Source: an optimization exercise on an open RTL-to-GDS flow (aim: small area, a short achievable clock period and few clock cycles). Production flows keep margins and buffers that such runs may drop. In this exercise RTL edits were held to simulation tests only and were not proved equivalent to the original. Power and IR drop assume default switching activity.

==> flow/design.v, too long to show whole: its modules and the start of the top module <==
// module hsid_sqsum: 865 lines
// module hsid_accsum: 300 lines
// module hsid_main: 319 lines
module hsid_main #(
    parameter WORD_WIDTH = 32,
    parameter DATA_WIDTH = 16,
    parameter DATA_WIDTH_MUL = 32,
    parameter DATA_WIDTH_ACC = 40,
    parameter BUFFER_WIDTH = 2,
    parameter HSP_BANDS_WIDTH = 7,
    parameter HSP_LIBRARY_WIDTH = 6
  ) (
    input logic clk,
    input logic rst_n,
    input logic clear,
    input logic band_data_in_valid,
    input logic [WORD_WIDTH-1:0] band_data_in,
    input logic [HSP_LIBRARY_WIDTH-1:0] hsp_library_size_in,
    input logic [HSP_BANDS_WIDTH-1:0] hsp_bands_in,
    output logic [HSP_LIBRARY_WIDTH-1:0] mse_min_ref,
    output logic [HSP_LIBRARY_WIDTH-1:0] mse_max_ref,
    output logic [WORD_WIDTH-1:0] mse_min_value,
    output logic [WORD_WIDTH-1:0] mse_max_value,
    input logic start,
    output logic done,
    output logic idle,
    output logic ready,
    output logic error,
    output logic cancelled
  );
  // ...
==> flow/run.sh <==
#!/bin/bash
# synth_recipe.tcl (not shown) runs the flow's synth.tcl, then flattens the netlist and writes it again
# the make line also repeats each setting of config.mk as NAME=value (left out here)
make -C /OpenROAD-flow-scripts/flow DESIGN_CONFIG=/design/flow/config.mk WORK_HOME=/design/flow/orfs CLKGATE_MAP_FILE= SYNTH_SCRIPT=/design/flow/synth_recipe.tcl finish
==> flow/config.mk <==
export PLATFORM = sky130hd
export DESIGN_NAME = hsid_main
export DESIGN_NICKNAME = hsid_main
export VERILOG_FILES = /design/flow/design.v
export SDC_FILE = /design/flow/constraint.sdc
export NUM_CORES = 4
export LEC_CHECK = 0
export ABC_CLOCK_PERIOD_IN_PS = 2500
export CAP_MARGIN = 20
export CORE_MARGIN = 2
export CORE_UTILIZATION = 60
export CTS_BUF_LIST = sky130_fd_sc_hd__clkbuf_4 sky130_fd_sc_hd__clkbuf_8
export SETUP_SLACK_MARGIN = 5
export SLEW_MARGIN = 20
==> flow/constraint.sdc <==
create_clock -name core_clock -period 10.0 [get_ports {clk}]
set_input_delay 2.0000 -clock core_clock [delete_from_list [all_inputs] [get_ports {clk}]]
set_output_delay 2.0000 -clock core_clock [all_outputs]
set_load 0.01 [all_outputs]
==> metrics.yaml, run 1 <==
run_status:
  status: "complete, no violations"
floorplan:
  die_area_mm2: 0.128
  die_w_um: 357
  num_tap_cells: 1637
  die_h_um: 357
drt:
  wl_met3_um: 4770
  ant_nets: 0
  routed_wl_um: 124000
  drc: 0
  wire_per_inst_um: 16.0
  post_drt_via_cell_ratio: 4.77
pwr:
  sequentialPower_uw: 11400
  p_int_uw: 16800
  swShare: 0.229
  leakage_uw: 0.0370
logic_synthesis:
  yosysTopAreaCellShare: 0.630
  post_synth_num_cell_types: 76
  synth_most_common_cell: "dfxtp_1"
  ys.warnings.count: 1
  synthTopCellsByCount: "dfxtp_1 (2356), inv_1 (550), fa_1 (312)"
  syn_area_mm2: 0.0749
  synthSimpleGateAreaFrac: 0.0631
sta:
  max_slew.worst_pin.slew_ns: 0.987
  finalClockSkew_ns: 0.0929
  min_period_over_period: 0.454
final_layout:
  fin_nets: 6405
  buffers: 150
  layout-drive-gt1-share: 0.158
  finalNonFillerCells: 7729
  largest_reg_flops: 1024
  nNonClkInverters: 551
worst_setup_path:
  worstPathCellList: "ha_1 -> a21o_1 -> and4_1 -> o211ai_1 -> a31oi_1 -> a31oi_1 -> o21ai_1 -> a311oi_2 -> o21ai_0 -> xor2_1 -> ha_1 -> a21o_1 -> a21o_1 -> a21oi_1 -> nor2b_1 -> o21ai_0 -> nand2b_1 -> a21oi_1 -> nand2_1"
  worstSetupStartpointType: "register"
  crit_cells: 19
clock_network:
  clockRootBuffer: "clkbuf_8"
Testbench counts, summed over its fixed seeds: cycles 85,157.
==> run 2: changes to the inputs <==
--- a/flow/config.mk
+++ b/flow/config.mk
@@ -9,6 +9,5 @@
 export CAP_MARGIN = 20
 export CORE_MARGIN = 2
 export CORE_UTILIZATION = 60
-export CTS_BUF_LIST = sky130_fd_sc_hd__clkbuf_4 sky130_fd_sc_hd__clkbuf_8
 export SETUP_SLACK_MARGIN = 5
 export SLEW_MARGIN = 20
==> metrics.yaml, run 2 <==
drt:
  ant_nets: 0  # unchanged
  vias: 36000  # was 36800
  drtIter0Drc: 1759  # was 1650
  routed_wl_um: 124000  # about the same
  drt_first_pass_iters: 19  # unchanged
  drc: 0  # unchanged
  post_drt_via_cell_ratio: 4.80  # was 4.77
  wire_per_inst_um: 16.5  # was 16.0 µm
sta:
  max_freq_ghz: 0.224  # was 0.220 GHz
  finalClockSkew_ns: 0.0604  # was 0.0929 ns
  setup_viol: 0  # unchanged
  finalMaxSlewViolations: 0  # unchanged
  max_slew.worst_pin.slew_ns: 0.973  # was 0.987 ns
  setup_tns_ns: 0  # unchanged
  timing.final.ws_setup_ns: 5.54  # was 5.46 ns
  finalHoldViolations: 0  # unchanged
  rsz0062_at_grt: "no"  # unchanged
  min_period_ns: 4.46  # was 4.54 ns
  min_period_over_period: 0.446  # was 0.454
  max-slew-margin-rel: 0.351  # was 0.342
worst_setup_path:
  path_class: "register to register"  # unchanged
  worstPathMaxFanout: 8  # was 7
  worstPathCellList: "ha_1 -> nand4_1 -> nor4_1 -> nand4_1 -> a211oi_1 -> a311oi_1 -> and2_1 -> o21ai_0 -> xnor2_1 -> ha_1 -> nand2b_1 -> a21o_1 -> a21o_1 -> a21oi_1 -> nor2b_1 -> o21ai_0 -> nand2b_1 -> a21oi_1 -> nand2_1"  # was ha_1 -> a21o_1 -> and4_1 -> o211ai_1 -> a31oi_1 -> a31oi_1 -> o21ai_1 -> a311oi_2 -> o21ai_0 -> xor2_1 -> ha_1 -> a21o_1 -> a21o_1 -> a21oi_1 -> nor2b_1 -> o21ai_0 -> nand2b_1 -> a21oi_1 -> nand2_1
  crit_arrival_ns: 5.01  # was 5.22 ns
  worstSetupStartpointType: "register"  # unchanged
  end_kind: "register"  # unchanged
  path_buf_inv: 0  # unchanged
  cp_slowest_stage_delay_ns: 0.53  # was 0.61 ns
  regToRegSetupSlack_ns: 5.54  # was 5.46 ns
  cp_top_family: "simple AND/OR/NAND/NOR gates"  # was compound AO/OA/AOI/OAI gates
  required_ns: 10.54  # was 10.68 ns
  crit_slowest_cell: "nor4_1"  # was a311oi_2
logic_synthesis:
  synth_fp_nets: 5997  # unchanged
  ys.warnings.count: 1  # unchanged
  synthTopCellsByCount: "dfxtp_1 (2356), inv_1 (550), fa_1 (312)"  # unchanged
  syn_avg_cell_area_um2: 13.8  # unchanged
  synthCells: 5408  # unchanged
  async_flop_share: 0.0263  # unchanged
  synth-edff-count: 92  # unchanged
  synth_xor_area_frac: 0.0190  # unchanged
  synth_most_common_cell: "dfxtp_1"  # unchanged
  synth_area_leader_cell: "dfxtp_1"  # unchanged
  synth-seq-cells: 2514  # unchanged
  synth_top_family_by_area: "adder cells"  # unchanged
  synthTopCellsByArea: "dfxtp_1 (63%), fa_1 (8.3%), ha_1 (3.8%), edfxtp_1 (3.7%), mux2_2 (3.6%)"  # unchanged
  synth_fa_ha_area_frac: 0.121  # unchanged
  seq_area_frac_synth: 0.689  # unchanged
  synth_flop_cell: "dfxtp_1"  # unchanged
  synthSimpleGateAreaFrac: 0.0631  # unchanged
  synth_compound_area_frac: 0.0301  # unchanged
  post_synth_num_cell_types: 76  # unchanged
  muxShareOfSynthArea: 0.0431  # unchanged
  yosysTopAreaCellShare: 0.630  # unchanged
  syn_area_mm2: 0.0749  # unchanged
final_layout:
  final_common_cell: "dfxtp_1"  # unchanged
  num_antenna_cells: 0  # was 6
  finalNonFillerCells: 7488  # was 7729
  multi_input_area_mm2: 0.0207  # about the same
  seq_area_mm2: 0.0516  # unchanged
  largest_reg_flops: 1024  # unchanged
  fin_nets: 6251  # was 6405
  max_flop_register: "seg5"  # unchanged
  layout-drive-gt1-share: 0.117  # was 0.158
  final_cell_mix: "dfxtp_1 (2355), inv_1 (550), fa_1 (312), mux2_2 (236), ha_1 (227)"  # was dfxtp_1 (2355), inv_1 (550), clkbuf_8 (465), fa_1 (312), mux2_2 (236)
  largestRegisters: "seg5: 1024 flops, seg4: 512 flops, seg3: 256 flops"  # unchanged
  final_core_util: 0.692  # was 0.693
  areaGrowthSynthToFinish_pct: 14.4  # was 14.7%
  fillCellCount: 8643  # was 8724
clock_network:
  clockRootBuffer: "clkbuf_16"  # was clkbuf_8
  cts_buffers: 219  # was 374
  clkTransAtPathRegs_ns: 0.07  # was 0.06 ns
  cts_buffer_depth: 3  # was 4
  cts_hold_buffers: 0  # unchanged
  cts_setup_buffers: 0  # unchanged
  h-tree-depth: 4  # was 5
  cts_resized: 0  # unchanged
  clock_sinks: 2514  # unchanged
  clock_latency_ns: 0.85  # was 0.97 ns
  tritoncts: "yes"  # unchanged
floorplan:
  core_mm2: 0.124  # unchanged
  num_io_pins: 131  # unchanged
  rows: 129  # unchanged
  die_w_um: 357  # unchanged
  start_util: 0.605  # unchanged
  die_h_um: 357  # unchanged
  die_area_mm2: 0.128  # unchanged
grt:
  grt_pass1_vias: 37500  # was 38700
  grt_antenna_before_repair: 0  # was 3
  grt_overflow: 0  # unchanged
  gr-usage-all-layers: 0.200  # about the same
  grt_pass1_wl_um: 200000  # was 202000 µm
  grt_max_degree: 80  # unchanged
placement:
  dp_hpwl_um: 78900  # unchanged
  globalplace.congestion: 0.874  # unchanged
  dp_cells: 7077  # unchanged
  port_buffers: 130  # unchanged
  place_ws_ns: 5.26  # unchanged
run:
  drv_cap: 0  # unchanged
pwr:
  powerDensity_mw_per_mm2: 256  # was 254 mW/mm²
  ir_worst_vdd_v: 0.000214  # was 0.000197 V
  total_power_uw: 22000  # was 21800 µW
  leakage_uw: 0.0365  # was 0.0370 µW
worst_hold_path:
  hp-class: "register to register"  # unchanged
run_status:
  status: "complete, no violations"  # unchanged
run 2: layout make-up:
type	count	area share
Sequential cell	2514	0.603
Tap cell	1637	0.0239
Clock buffer	314	0.0737
Timing Repair Buffer	151	0.0170
Multi-Input combinational cell	2225	0.242
Inverter	551	0.0242
Clock inverter	96	0.0162
run 2: worst reg2reg max path: cells and delay by family (launching register included):
family,cells,cell delay (ns)
simple gates,8,1.63
compound gates,8,1.43
fa+ha+maj,2,0.69
flops,1,0.31
xor+xnor,1,0.18
run 2: cell families (layout without fill, tap and decap cells):
kind of cell | after synthesis | count (layout)
flip-flops | 2514 | 2514
AND/OR/NAND/NOR | 893 | 893
buffers and inverters | 669 | 1112
adder cells (fa/ha/maj) | 539 | 539
AO/OA/AOI/OAI | 349 | 349
multiplexers | 282 | 282
XOR/XNOR | 162 | 162
run 2: stage by stage:
step | hold slack (ns) | instance area, µm²
4_1_cts | 0.267 | 85600
5_1_grt | 0.270 | 85600
2_1_floorplan | 0.310 | 74900
6_report | 0.268 | 85600
3_5_place_dp | 0.312 | 77900
3_3_place_gp | 0.310 | 77900
run 2: per-layer routing:
metal | vias to the layer above | global-route usage | wire length, µm
li1 | 17700 | - | -
met1 | 17500 | 0.281 | 59900
met2 | 591 | 0.320 | 56700
met3 | 215 | 0.0357 | 4830
met4 | 0 | 0.0584 | 2470
met5 | - | 0 | 0
run 2: worst paths after layout:
check,start,to,cells past startpoint
max in group asynchronous,rst_n,phn[4],2
min in group asynchronous,rst_n,dcnt[0],2
max,acc_s[19],d_ovf,19
min,seg3[11],seg3[43],0
min reg2reg,seg3[11],seg3[43],0
max reg2reg,acc_s[19],d_ovf,19
run 2: report_power, final:
group          switching, µW  internal, µW  total (µW)
clock network           3650          4980        8640
registers                408         11000       11400
logic                   1020           877        1900
total                   5090         16900       22000
==> run 3: changes to the inputs <==
==> flow/flow/run.sh (new file) <==
#!/bin/bash
# The standard layout, with timing repair aimed at a shorter period than the
# 10 ns constraint (setup margin), faster port buffers, and free gate sizing.
set -o pipefail
bash standard.sh SETUP_SLACK_MARGIN=6.5 MATCH_CELL_FOOTPRINT=0 \
  "BUFFER_PORTS_ARGS=-buffer_cell sky130_fd_sc_hd__buf_4" finish > flow.log 2>&1
==> flow/standard.sh (new file) <==
#!/bin/bash
# synth_recipe.tcl (not shown) runs the flow's synth.tcl, then flattens the netlist and writes it again
# the make line also repeats each setting of config.mk as NAME=value (left out here)
make -C /OpenROAD-flow-scripts/flow DESIGN_CONFIG=/design/flow/config.mk WORK_HOME=/design/flow/orfs CLKGATE_MAP_FILE= SYNTH_SCRIPT=/design/flow/synth_recipe.tcl "${@:-finish}"
--- a/flow/config.mk
+++ b/flow/config.mk
@@ -9,5 +9,4 @@
 export CAP_MARGIN = 20
 export CORE_MARGIN = 2
 export CORE_UTILIZATION = 60
-export SETUP_SLACK_MARGIN = 5
 export SLEW_MARGIN = 20
removed: flow/run.sh
==> metrics.yaml, run 3 <==
final_layout:
  final_cell_mix: "dfxtp_1 (2324), inv_1 (550), fa_1 (311), mux2_2 (236), clkbuf_16 (223)"  # was dfxtp_1 (2355), inv_1 (550), fa_1 (312), mux2_2 (236), ha_1 (227)
  fin_nets: 6312  # was 6251
  areaGrowthSynthToFinish_pct: 14.9  # was 14.4%
  layout-drive-gt1-share: 0.155  # was 0.117
  final_common_cell: "dfxtp_1"  # unchanged
  largest_reg_flops: 1024  # unchanged
  largestRegisters: "seg5: 1024 flops, seg4: 512 flops, seg3: 256 flops"  # unchanged
  max_flop_register: "seg5"  # unchanged
logic_synthesis:
  syn_avg_cell_area_um2: 13.8  # unchanged
  yosysTopAreaCellShare: 0.630  # unchanged
  synth_fp_nets: 5997  # unchanged
  ys.warnings.count: 1  # unchanged
  seq_area_frac_synth: 0.689  # unchanged
  async_flop_share: 0.0263  # unchanged
  synth_area_leader_cell: "dfxtp_1"  # unchanged
  synthCells: 5408  # unchanged
  synthTopCellsByCount: "dfxtp_1 (2356), inv_1 (550), fa_1 (312)"  # unchanged
  synthTopCellsByArea: "dfxtp_1 (63%), fa_1 (8.3%), ha_1 (3.8%), edfxtp_1 (3.7%), mux2_2 (3.6%)"  # unchanged
  synth-edff-count: 92  # unchanged
  synth_most_common_cell: "dfxtp_1"  # unchanged
  syn_area_mm2: 0.0749  # unchanged
  post_synth_num_cell_types: 76  # unchanged
  synth-seq-cells: 2514  # unchanged
  synth_flop_cell: "dfxtp_1"  # unchanged
sta:
  min_period_ns: 3.91  # was 4.46 ns
  min_period_over_period: 0.391  # was 0.446
  finalMaxSlewViolations: 0  # unchanged
  max_freq_ghz: 0.256  # was 0.224 GHz
  setup_viol: 0  # unchanged
  finalClockSkew_ns: 0.0799  # was 0.0604 ns
  finalHoldViolations: 0  # unchanged
  rsz0062_at_grt: "yes"  # was no
  max_slew.worst_pin.slew_ns: 0.928  # was 0.973 ns
  max-slew-margin-rel: 0.381  # was 0.351
  setup_tns_ns: 0  # unchanged
drt:
  post_drt_via_cell_ratio: 4.80  # about the same
  wire_per_inst_um: 16.7  # was 16.5 µm
  drtIter0Drc: 1844  # was 1759
  ant_nets: 0  # unchanged
  vias: 36100  # was 36000
  drt_first_pass_iters: 27  # was 19
  routed_wl_um: 126000  # was 124000 µm
  drc: 0  # unchanged
run_status:
  status: "complete, no violations"  # unchanged
placement:
  globalplace.congestion: 0.857  # was 0.874
  dp_hpwl_um: 81300  # was 78900 µm
  port_buffers: 130  # unchanged
floorplan:
  core_mm2: 0.124  # unchanged
  rows: 129  # unchanged
  start_util: 0.605  # unchanged
  die_w_um: 357  # unchanged
  num_io_pins: 131  # unchanged
  die_area_mm2: 0.128  # unchanged
  die_h_um: 357  # unchanged
worst_setup_path:
  cpMostUsedCell: "a21o_1"
  crit_slowest_cell: "a221o_1"  # was nor4_1
  worstPathMaxFanout: 2  # was 8
  worstSetupStartpointType: "register"  # unchanged
  worstPathCellList: "ha_4 -> fa_2 -> a21o_1 -> a221o_1 -> nand4_1 -> a211oi_2 -> a311oi_2 -> buf_4 -> and2_4 -> o21ai_1 -> xnor2_1 -> ha_1 -> nand2b_4 -> a21o_1 -> a21o_1 -> a21oi_2 -> nor2b_1 -> o21ai_1 -> nand2b_1 -> a21oi_2 -> nand2_1"  # was ha_1 -> nand4_1 -> nor4_1 -> nand4_1 -> a211oi_1 -> a311oi_1 -> and2_1 -> o21ai_0 -> xnor2_1 -> ha_1 -> nand2b_1 -> a21o_1 -> a21o_1 -> a21oi_1 -> nor2b_1 -> o21ai_0 -> nand2b_1 -> a21oi_1 -> nand2_1
  path_class: "register to register"  # unchanged
  required_ns: 10.53  # was 10.54 ns
  crit_arrival_ns: 4.45  # was 5.01 ns
  end_kind: "register"  # unchanged
  cp_slowest_stage_delay_ns: 0.37  # was 0.53 ns
grt:
  grt_pass1_vias: 36800  # was 37500
  grt_antenna_before_repair: 7  # was 0
  grt_pass1_wl_um: 201000  # was 200000 µm
  gr-usage-all-layers: 0.202  # was 0.200
  grt_max_degree: 80  # unchanged
  grt_overflow: 0  # unchanged
pwr:
  ir_worst_vdd_v: 0.000220  # was 0.000214 V
  switching_power_uw: 5000  # was 5090 µW
  clkPwrFrac: 0.392  # was 0.394
  total_power_uw: 21900  # was 22000 µW
  p_int_uw: 16900  # about the same
  leakage_uw: 0.0369  # was 0.0365 µW
  swShare: 0.229  # was 0.232
  power_frac_seq: 0.525  # was 0.520
  powerDensity_mw_per_mm2: 254  # was 256 mW/mm²
  p_comb_frac: 0.083  # was 0.087
clock_network:
  tritoncts: "yes"  # unchanged
  clock_latency_ns: 0.84  # was 0.85 ns
  cts_buffers: 218  # was 219
  clkTransAtPathRegs_ns: 0.06  # was 0.07 ns
  cts_hold_buffers: 0  # unchanged
  clock_sinks: 2514  # unchanged
  h-tree-depth: 4  # unchanged
  clockRootBuffer: "clkbuf_16"  # unchanged
  cts_buffer_depth: 3  # unchanged
worst_hold_path:
  hp-class: "register to register"  # unchanged
run:
  drv_cap: 0  # unchanged
run 3: cell counts after synthesis:
No cell type changed its count.
run 3: power groups by stage:
| stage | Combinational [µW] | Clock, µW | Sequential, µW |
|---|---|---|---|
| after floorplan | 1420 | 0 | 11400 |
| after global placement | 1760 | 0 | 11700 |
| after detailed placement | 1780 | 0 | 11700 |
| after CTS | 1810 | 8790 | 11500 |
| after global routing | 2040 | 9190 | 11600 |
| final | 1820 | 8580 | 11500 |
run 3: path summary, 6_finish.rpt:
path | start | endpoint | slack, ns | cells after the start
worst max-delay path | acc_s[0] | d_ovf | 6.09 | 21
worst min-delay path | seg5[239] | seg5[271] | 0.30 | 0
worst max register to register | acc_s[0] | d_ovf | 6.09 | 21
worst min register to register | seg5[239] | seg5[271] | 0.30 | 0
max in group asynchronous | rst_n | s1_v | 8.17 | 1
min in group asynchronous | rst_n | phn[4] | 1.29 | 1
run 3: per-stage QoR:
stage          hold WS (ns)  cell area (µm²)  cells  setup WS, ns  utilization
5_1_grt               0.298            86000   7535          5.85        0.695
2_1_floorplan         0.310            74900   5408          6.29            -
4_1_cts               0.289            85500   7481          6.08        0.690
3_3_place_gp          0.310            77600   7069          5.65        0.627
3_5_place_dp          0.312            77600   7069          5.67        0.627
6_report              0.296            86000   7537          6.09        0.695
run 3: repair_timing:
action | in CTS | in global routing
pin swaps | 12 | 26
gates resized for setup | 58 | 41
buffers inserted | 17 | 54
setup endpoints to repair | 77 | 108
run 3: logic make-up (layout without fill, tap and decap cells):
| kind of cell | after synthesis | in the layout | synth area share |
|---|---|---|---|
| other cells | 0 | 2 | 0 |
| xor+xnor | 162 | 162 | 0.0190 |
| compound gates | 349 | 349 | 0.0301 |
| simple gates | 893 | 893 | 0.0631 |
| buf+inv | 669 | 1159 | 0.0339 |
| mux | 282 | 282 | 0.0431 |
| flops | 2514 | 2514 | 0.689 |
| fa+ha+maj | 539 | 539 | 0.121 |
run 3: metal layers:
layer	vias to the layer above	GRT usage	part of all wire
met4	0	0.0590	0.022
met3	220	0.0368	0.043
li1	17800	-	-
met5	-	0	0
met2	646	0.312	0.44
met1	17500	0.294	0.49
run 3: layout make-up:
cell class,count,area (µm²)
timing repair buffer,213,1650
clock buffer,315,6370
fill,8622,37800
antenna,2,5.00
multi-input combinational,2225,21000
clock inverter,80,1220
inverter,551,2070
sequential,2514,51700
tap,1637,2050
run 3: worst max-delay path, delay by kind of cell (launching register included):
| kind | cells | cell delay, ns |
|---|---|---|
| AO/OA/AOI/OAI | 10 | 1.57 |
| adder cells (fa/ha/maj) | 3 | 0.76 |
| AND/OR/NAND/NOR | 6 | 0.64 |
| flip-flops | 1 | 0.33 |
| XOR/XNOR | 1 | 0.22 |
| buffers and inverters | 1 | 0.16 |
==> run 4: changes to the inputs <==
==> flow/flow/run.sh (replaced) <==
#!/bin/bash
# The standard layout, with timing repair aimed at a shorter period than the
# 10 ns constraint (setup margin), faster port buffers, and free gate sizing.
set -o pipefail
bash standard.sh SETUP_SLACK_MARGIN=6.0 MATCH_CELL_FOOTPRINT=0 \
  "BUFFER_PORTS_ARGS=-buffer_cell sky130_fd_sc_hd__buf_4" finish > flow.log 2>&1
==> metrics.yaml, run 4 <==
drt:
  routed_wl_um: 122000  # was 126000 µm
  vias: 35800  # was 36100
  wire_per_inst_um: 16.3  # was 16.7 µm
  drtIter0Drc: 1894  # was 1844
  drt_first_pass_iters: 23  # was 27
  drc: 0  # unchanged
  post_drt_via_cell_ratio: 4.77  # was 4.80
  ant_nets: 0  # unchanged
pwr:
  leakage_uw: 0.0367  # was 0.0369 µW
  ir_worst_vdd_v: 0.000225  # was 0.000220 V
  powerDensity_mw_per_mm2: 255  # was 254 mW/mm²
logic_synthesis:
  ys.warnings.count: 1  # unchanged
  post_synth_num_cell_types: 76  # unchanged
  async_flop_share: 0.0263  # unchanged
  syn_avg_cell_area_um2: 13.8  # unchanged
  synth-edff-count: 92  # unchanged
  syn_area_mm2: 0.0749  # unchanged
  synthTopCellsByArea: "dfxtp_1 (63%), fa_1 (8.3%), ha_1 (3.8%), edfxtp_1 (3.7%), mux2_2 (3.6%)"  # unchanged
  synth_flop_cell: "dfxtp_1"  # unchanged
  synth_fp_nets: 5997  # unchanged
  seq_area_frac_synth: 0.689  # unchanged
  yosysTopAreaCellShare: 0.630  # unchanged
  synthCells: 5408  # unchanged
  synthTopCellsByCount: "dfxtp_1 (2356), inv_1 (550), fa_1 (312)"  # unchanged
  synth_area_leader_cell: "dfxtp_1"  # unchanged
  synth-seq-cells: 2514  # unchanged
  synth_most_common_cell: "dfxtp_1"  # unchanged
sta:
  min_period_over_period: 0.393  # was 0.391
  finalClockSkew_ns: 0.0570  # was 0.0799 ns
  rsz0062_at_grt: "yes"  # unchanged
  setup_viol: 0  # unchanged
  max-slew-margin-rel: 0.365  # was 0.381
  min_period_ns: 3.93  # was 3.91 ns
  finalMaxSlewViolations: 0  # unchanged
  setup_tns_ns: 0  # unchanged
  max_freq_ghz: 0.255  # was 0.256 GHz
  finalHoldViolations: 0  # unchanged
  max_slew.worst_pin.slew_ns: 0.942  # was 0.928 ns
worst_setup_path:
  worstPathMaxFanout: 4  # was 2
  crit_arrival_ns: 4.47  # was 4.45 ns
  path_class: "register to register"  # unchanged
  worstSetupStartpointType: "register"  # unchanged
  required_ns: 10.54  # was 10.53 ns
  end_kind: "register"  # unchanged
final_layout:
  fin_nets: 6268  # was 6312
  final_core_util: 0.690  # was 0.695
  max_flop_register: "seg5"  # unchanged
  final_common_cell: "dfxtp_1"  # unchanged
  final_cell_mix: "dfxtp_1 (2350), inv_1 (550), fa_1 (311), mux2_2 (236), clkbuf_16 (225)"  # was dfxtp_1 (2324), inv_1 (550), fa_1 (311), mux2_2 (236), clkbuf_16 (223)
  finalNonFillerCells: 7491  # was 7537
  largest_reg_flops: 1024  # unchanged
  layout-drive-gt1-share: 0.144  # was 0.155
  largestRegisters: "seg5: 1024 flops, seg4: 512 flops, seg3: 256 flops"  # unchanged
  num_antenna_cells: 0  # was 2
  areaGrowthSynthToFinish_pct: 14.1  # was 14.9%
clock_network:
  clock_sinks: 2514  # unchanged
  clockRootBuffer: "clkbuf_16"  # unchanged
  clock_latency_ns: 0.81  # was 0.84 ns
  h-tree-depth: 4  # unchanged
  cts_hold_buffers: 0  # unchanged
  cts_buffers: 219  # was 218
  tritoncts: "yes"  # unchanged
  cts_buffer_depth: 3  # unchanged
  clkTransAtPathRegs_ns: 0.06  # about the same
run:
  drv_cap: 0  # unchanged
floorplan:
  die_h_um: 357  # unchanged
  rows: 129  # unchanged
  num_io_pins: 131  # unchanged
  die_area_mm2: 0.128  # unchanged
  core_mm2: 0.124  # unchanged
  start_util: 0.605  # unchanged
  die_w_um: 357  # unchanged
grt:
  grt_pass1_vias: 37100  # was 36800
  grt_max_degree: 80  # unchanged
  grt_overflow: 0  # unchanged
  grt_pass1_wl_um: 198000  # was 201000 µm
  grt_antenna_before_repair: 2  # was 7
  gr-usage-all-layers: 0.198  # was 0.202
placement:
  port_buffers: 130  # unchanged
  dp_cells: 7075  # was 7069
  dp_hpwl_um: 78700  # was 81300 µm
  globalplace.congestion: 0.863  # was 0.857
run_status:
  status: "complete, no violations"  # unchanged
worst_hold_path:
  hp-class: "register to register"  # unchanged
[run 4: changes by cell type in the layout (fill, tap and decap cells not counted), moves of 3 or more]
cell	before	now
buf_4	202	167
clkbuf_1	48	41
buf_6	7	0
ha_4	7	1
clkbuf_8	44	38
ha_1	217	222
dfxtp_4	25	0
clkinv_2	27	41
o21ai_1	8	5
clkinvlp_4	5	8
dfxtp_1	2324	2350
inv_6	3	6
clkinv_4	9	6
[run 4: where the power goes]
| part | total (µW) | switching, µW | internal [µW] |
|---|---|---|---|
| clock network | 8480 | 3560 | 4920 |
| logic | 1850 | 983 | 869 |
| registers | 11400 | 415 | 11000 |
[run 4: final timing paths]
check / cells past startpoint / slack [ns] / start / end
worst max-delay path: 19 / 6.07 / acc_s[1] / d_ovf
worst min-delay path: 0 / 0.29 / seg1[13] / seg1[45]
worst max register to register: 19 / 6.07 / acc_s[1] / d_ovf
worst min register to register: 0 / 0.29 / seg1[13] / seg1[45]
max in group asynchronous: 1 / 8.13 / rst_n / phn[4]
min in group asynchronous: 1 / 1.31 / rst_n / done
[run 4: metrics by stage]
stage / hold WS, ns / total power [µW] / setup slack [ns] / cell area (µm²)
5_1_grt: 0.288 / 22700 / 5.91 / 85400
4_1_cts: 0.288 / 22000 / 5.98 / 85200
6_report: 0.291 / 21800 / 6.07 / 85400
3_5_place_dp: 0.312 / 13500 / 5.58 / 77600
2_1_floorplan: 0.310 / 12800 / 6.10 / 74900
3_3_place_gp: 0.310 / 13500 / 5.59 / 77600
[run 4: metal layers]
| metal | global-route usage | part of all wire | up-vias |
|---|---|---|---|
| met5 | 0 | 0 | - |
| met4 | 0.0570 | 0.021 | 0 |
| li1 | - | - | 17700 |
| met3 | 0.0356 | 0.037 | 182 |
| met2 | 0.309 | 0.45 | 544 |
| met1 | 0.285 | 0.49 | 17400 |
[run 4: logic make-up after synthesis]
logic type | synth area share
fa+ha+maj | 0.121
flops | 0.689
compound gates | 0.0301
xor+xnor | 0.0190
buf+inv | 0.0339
mux | 0.0431
simple gates | 0.0631
[run 4: final cells by class]
class | instances | area (µm²)
Tap cell | 1637 | 2050
Timing Repair Buffer | 168 | 1270
Sequential cell | 2514 | 51600
Inverter | 551 | 2070
Clock inverter | 92 | 1210
Clock buffer | 304 | 6310
Multi-Input combinational cell | 2225 | 20900
Fill cell | 8733 | 38400
[run 4: timing repair]
item                       CTS  global route
pin swaps                   18             6
setup endpoints to repair    2             7
setup buffers               11             9
resized for setup           16            16
[run 4: worst max-delay path, stage by stage (launching register included)]
cell and delay [ns]:
dfxtp_2 0.34, ha_1 0.29, a21o_1 0.20, and4_1 0.21
o211ai_1 0.30, a31oi_4 0.20, a31oi_4 0.26, o21ai_2 0.12
a311oi_4 0.29, o21ai_0 0.16, xor2_1 0.18, ha_1 0.30
a21o_1 0.15, a21o_1 0.15, a21oi_2 0.12, nor2b_1 0.05
o21ai_1 0.12, nand2b_1 0.07, a21oi_1 0.13, nand2_1 0.06

==> port drivers added, routing unchanged <==
The flow's constraints put no driver on any port. The routed layouts listed below were extracted and timed again, unchanged, in two steps. Step 1 (the two cells are an assumption about what drives the block):
set clk [get_ports {clk}]
set_driving_cell -lib_cell sky130_fd_sc_hd__clkbuf_16 $clk
set_driving_cell -lib_cell sky130_fd_sc_hd__buf_2 [delete_from_list [all_inputs] $clk]
Step 2 moves the port delays by t, midway between the first and last clock arrival at a register: inputs arrive t later, outputs are due t later. That takes back most of the time a late clock gives input paths. a / b / c = no drivers / after step 1 / after step 2; a / b = the first two.
| run | t (ns) | setup slack, ns | worst slew at a driven data input, ns |
|---|---|---|---|
| run 1 | 1.002 | 5.460 / 5.460 / 5.289 | 0.05 |
| run 2 | 0.883 | 5.535 / 5.535 / 5.241 | 0.05 |
| run 3 | 0.869 | 6.087 / 6.087 / 5.838 | 0.19 |
| run 4 | 0.854 | 6.074 / 6.074 / 5.602 | 0.04 |
After both steps every run listed still meets setup and hold. The setup slack of run 4, which loses most, moves by 0.000 ns with the drivers and by -0.472 ns with both steps.
